Source: an optimization exercise on an open RTL-to-GDS flow (aim: small area, a short achievable clock period and few clock cycles). Production flows keep margins and buffers that such runs may drop. At most, simulation tests tie the RTL to the original design; equivalence was not proved. Power figures rest on the tool's default switching activity, not on a simulated workload.

==> flow/design.v (excerpt) <==
module JAM (
input CLK,
input RST,
output reg [2:0] W,
output reg [2:0] J,
input [6:0] Cost,
output reg [3:0] MatchCount,
output reg [9:0] MinCost,
output reg Valid );
Settings: LEC_CHECK=0, ABC_AREA=1, CAP_MARGIN=20, CORE_MARGIN=2, CORE_UTILIZATION=40, CTS_CLUSTER_DIAMETER=150, CTS_CLUSTER_SIZE=25, PLACE_DENSITY=0.65, SETUP_SLACK_MARGIN=2.8, SLEW_MARGIN=20, TNS_END_PERCENT=100; clock period 5.0 ns.
run.sh (not shown) runs the stock make flow with config.mk's settings and CLKGATE_MAP_FILE= SYNTH_SCRIPT=/design/flow/synth_recipe.tcl, a recipe that flattens the netlist after the stock synthesis.
Testbench counts at the start, summed over its fixed seeds: cycles 5,392.
Change:
- CTS_CLUSTER_SIZE: 25 -> 20
- PLACE_DENSITY: 0.65 -> 0.7
=>
- count of clock-buffer cells in the layout increases by 15
- clock skew increases by 19 ps
- synthesized area stays the same
- clock power increases by 9.4%
- synthesized cell count stays the same
- global-route usage decreases by 0.23 points
- cell area increases by 0.72%
- routed wire length decreases by 1.1%
- setup slack barely changes
- first-iteration DRC count increases by 16%
Change:
- CTS_CLUSTER_SIZE: 20 -> 25
- GPL_ROUTABILITY_DRIVEN: not set -> 0
The new run produced a clean layout.
Wire length is lower by 1.7%.
Combinational power is about the same.
Utilization is lower by 0.33 points.
Clock skew is lower by 15 ps.
Design area is lower by 0.75%.
Clock power is lower by 8.9%.
Cell count stays flat.
Change:
- GPL_ROUTABILITY_DRIVEN: 0 -> not set
- SETUP_SLACK_MARGIN: 2.8 -> 2.9
What happened:
- setup slack improves by 36 ps
- sequential power is about the same
- total power grows by a few percent
- sequential share of layout area shrinks by 0.47 points
- final area grows slightly
- area after synthesis is unchanged
- global-route usage grows by 0.57 points
- synthesized cell count stays the same
- fmax grows slightly


JAM, a different RTL version from the one above (not shown whole).
Size in the first run: about 7,000 cells after synthesis, roughly 1,500 flip-flops.
Settings: LEC_CHECK=0, ABC_AREA=1, CAP_MARGIN=20, CORE_MARGIN=2, CORE_UTILIZATION=40, SETUP_SLACK_MARGIN=2.5, SLEW_MARGIN=20, TNS_END_PERCENT=100; clock period 5.0 ns.
The starting point passed the timing, design-rule and antenna checks.
==> next run, changes <==
- SETUP_SLACK_MARGIN: 2.5 -> 2.6
Cell count hardly moves.
Flip-flop and latch count is unchanged.
Wire length climbs by 0.46%.
Worst setup slack gains 93 ps.
Utilization is about the same.
==> next run, changes <==
- SETUP_SLACK_MARGIN: 2.6 -> 2.7
Clock-buffer cell count is unchanged.
Synthesized cell count stays the same.
First-iteration DRC count went down by 1.9%.
Global-route usage stays flat.
Die area stays the same.
Non-clock buffer count goes up by 22.
Power rose by 0.53%.
Core utilization goes up by 0.25 points.
No functional check of the RTL was part of any run of this note.


RTL: one of the versions met above, not the one the previous note started from.
For scale: roughly 7100 cells after synthesis, roughly 1500 flip-flops, about 64000 um^2 of cells after synthesis.
Settings: LEC_CHECK=0, ABC_AREA=1, CAP_MARGIN=20, CORE_MARGIN=2, CORE_UTILIZATION=40, PLACE_DENSITY=0.7, SETUP_SLACK_MARGIN=2.8, SLEW_MARGIN=20, TNS_END_PERCENT=100; clock period 5.0 ns.
Testbench counts at the start, summed over its fixed seeds: cycles 5,392.
Next try:
- CTS_CLUSTER_DIAMETER: not set -> 150
- CTS_CLUSTER_SIZE: not set -> 28
=>
- setup slack gains 0.056 ns
- die area does not change
- clock-buffer cell count came out lower by 126
- critical path depth stays the same
- power came out lower by 12%
- sequential cell count does not change
- hold slack gains 0.0056 ns
- area after synthesis stays the same


JAM again, from the RTL that the note above started with.
export LEC_CHECK = 0
export ABC_AREA = 1
export CAP_MARGIN = 20
export CORE_MARGIN = 2
export CORE_UTILIZATION = 40
export PLACE_DENSITY = 0.7
export SETUP_SLACK_MARGIN = 2.7
export SLEW_MARGIN = 20
export TNS_END_PERCENT = 100
create_clock -name core_clock -period 5.0 [get_ports {CLK}]
Testbench counts at the start, summed over its fixed seeds: cycles 5,392.
Rerun with:
Settings changed: CTS_CLUSTER_DIAMETER set to 100, CTS_CLUSTER_SIZE set to 25, SETUP_SLACK_MARGIN 2.7 to 2.8.
- The new run passed the timing, design-rule and antenna checks
- sequential share of layout area climbs by 1.4 points
- core utilization decreases by 1.5 points
- synthesized cell count stays the same
- fmax went up by 3.6%
- clock power falls by 44%
- worst hold slack hardly moves
- combinational power is higher by about 3%
- wire length drops by 0.95%
- worst setup slack gains 0.079 ns
- area after synthesis is unchanged


JAM again, from the RTL that the note above started with.
clock: 5.0 ns
lec_check: 0
abc_area: 1
cap_margin: 20
core_margin: 2
core_utilization: 40
place_density: 0.75
setup_slack_margin: 2.8
slew_margin: 20
tns_end_percent: 100
The baseline completed without violations.
Testbench counts at the start, summed over its fixed seeds: cycles 5,392.
Rerun with:
- CORE_UTILIZATION: 40 -> 60
- PLACE_DENSITY: 0.75 -> 0.7
After rerunning: Total power is higher slightly; non-clock buffer count is lower by 1; clock-buffer cell count is higher by 19; final area is lower slightly.
Rerun with:
- CORE_UTILIZATION: 60 -> 50
- CTS_CLUSTER_DIAMETER: not set -> 150
- CTS_CLUSTER_SIZE: not set -> 25
=>
- total power came out lower by 13%
- area after synthesis stays the same
- core utilization came out lower by 14 points
- worst setup slack gets better by 78 ps
- hold slack gets better by 9.6 ps
- clock skew came out lower by 3.5 ps
- non-clock buffer count came out lower by 13
- final area came out lower by 4.6%
- fmax came out higher by 3.6%
- flip-flop and latch count does not change
- critical path depth came out higher by 12
Rerun with:
- CORE_UTILIZATION: 50 -> 40
- CTS_CLUSTER_DIAMETER: 150 -> not set
- CTS_CLUSTER_SIZE: 25 -> not set
- PLACE_DENSITY: 0.7 -> not set
- SETUP_SLACK_MARGIN: 2.8 -> 2.7
=> The changed run finished clean. Sequential share of layout area decreases by 2.4 points. Die area increases by about 25%. Global-route usage decreases by 3.5 points. Utilization decreases by 8.6 points.


JAM again, from the RTL that the note above started with.
make LEC_CHECK=0 ABC_AREA=1 CAP_MARGIN=20 CORE_MARGIN=2 CORE_UTILIZATION=40 PLACE_DENSITY=0.7 SETUP_SLACK_MARGIN=2.9 SLEW_MARGIN=20 TNS_END_PERCENT=100 finish   # period 5.0 ns
Testbench counts at the start, summed over its fixed seeds: cycles 5,392.
==> next run, changes <==
- CTS_CLUSTER_DIAMETER: not set -> 150
- CTS_CLUSTER_SIZE: not set -> 25
- SETUP_SLACK_MARGIN: 2.9 -> 2.75
=> Utilization falls by 3.1 points; clock skew is about the same; count of clock-buffer cells in the layout falls by 110; total power falls by 15%; final area falls by 6.6%; global-route usage falls by 0.65 points; critical path depth rises by 8; worst hold slack improved by 0.0077 ns.
==> next run, changes <==
- SETUP_SLACK_MARGIN: 2.75 -> 2.8
Effect: Power climbs by 1.4%; cell area climbs by 0.89%; first-iteration DRC count drops by 3.0%; core utilization climbs by 0.39 points; die area stays the same; hold slack hardly moves; routed wire length climbs by 0.63%.

==> afterwards: timing with drivers on the ports <==
How much do the figures lean on ideal ports? The routed layouts below were timed once more, with nothing changed but the port constraints.
Step 1, drivers: a clkbuf_16 drives CLK and a buf_2 each remaining input, both assumed.
Step 2, shift: input delay + t, output delay - t, t = (earliest + latest rising clock arrival at the registers) / 2. This alone moves slack from input paths to output paths.
Slacks: no drivers / after step 1 / after step 2; pairs: no drivers / after step 1.
run	t (ns)	setup slack, ns	worst setup path at the end	clock arrival spread, ns
the first run of note 1	0.783	2.821 / 2.744 / 2.385	input, reset recovery	0.037 / 0.036
the second run of note 1	0.788	2.819 / 2.740 / 2.587	input to register	0.049 / 0.049
the third run of note 1	0.771	2.758 / 2.746 / 2.477	input to register	0.034 / 0.034
the fourth run of note 1	0.780	2.794 / 2.716 / 2.301	input to register	0.048 / 0.049
the first run of note 2	0.851	2.552 / 2.478 / 2.523	input to register	0.035 / 0.035
the second run of note 2	0.847	2.645 / 2.571 / 2.526	input to register	0.033 / 0.032
the third run of note 2	0.847	2.648 / 2.575 / 2.541	input to register	0.034 / 0.034
the first run of note 3	0.858	2.751 / 2.676 / 2.615	input to register	0.055 / 0.056
the second run of note 3	0.787	2.808 / 2.730 / 2.629	input to register	0.064 / 0.064
the first run of note 4	0.857	2.744 / 2.671 / 2.584	input to register	0.055 / 0.055
the second run of note 4	0.778	2.824 / 2.751 / 2.607	input to register	0.040 / 0.040
the first run of note 5	0.855	2.750 / 2.671 / 2.604	input to register	0.046 / 0.046
the second run of note 5	0.840	2.742 / 2.662 / 2.577	input to register	0.040 / 0.040
the third run of note 5	0.747	2.820 / 2.767 / 2.650	input to register	0.034 / 0.034
the fourth run of note 5	0.861	2.740 / 2.671 / 2.546	input to register	0.041 / 0.042
the first run of note 6	0.853	2.730 / 2.652 / 2.299	input to register	0.036 / 0.037
the second run of note 6	0.769	2.764 / 2.739 / 2.619	input to register	0.036 / 0.036
the third run of note 6	0.769	2.832 / 2.751 / 2.622	input to register	0.034 / 0.034
After both steps setup and hold are still met in every run listed. For the fourth run of note 1, which loses most, drivers alone change the setup slack by -0.078 ns; drivers and shift together by -0.493 ns. Setup slack includes reset recovery checks.
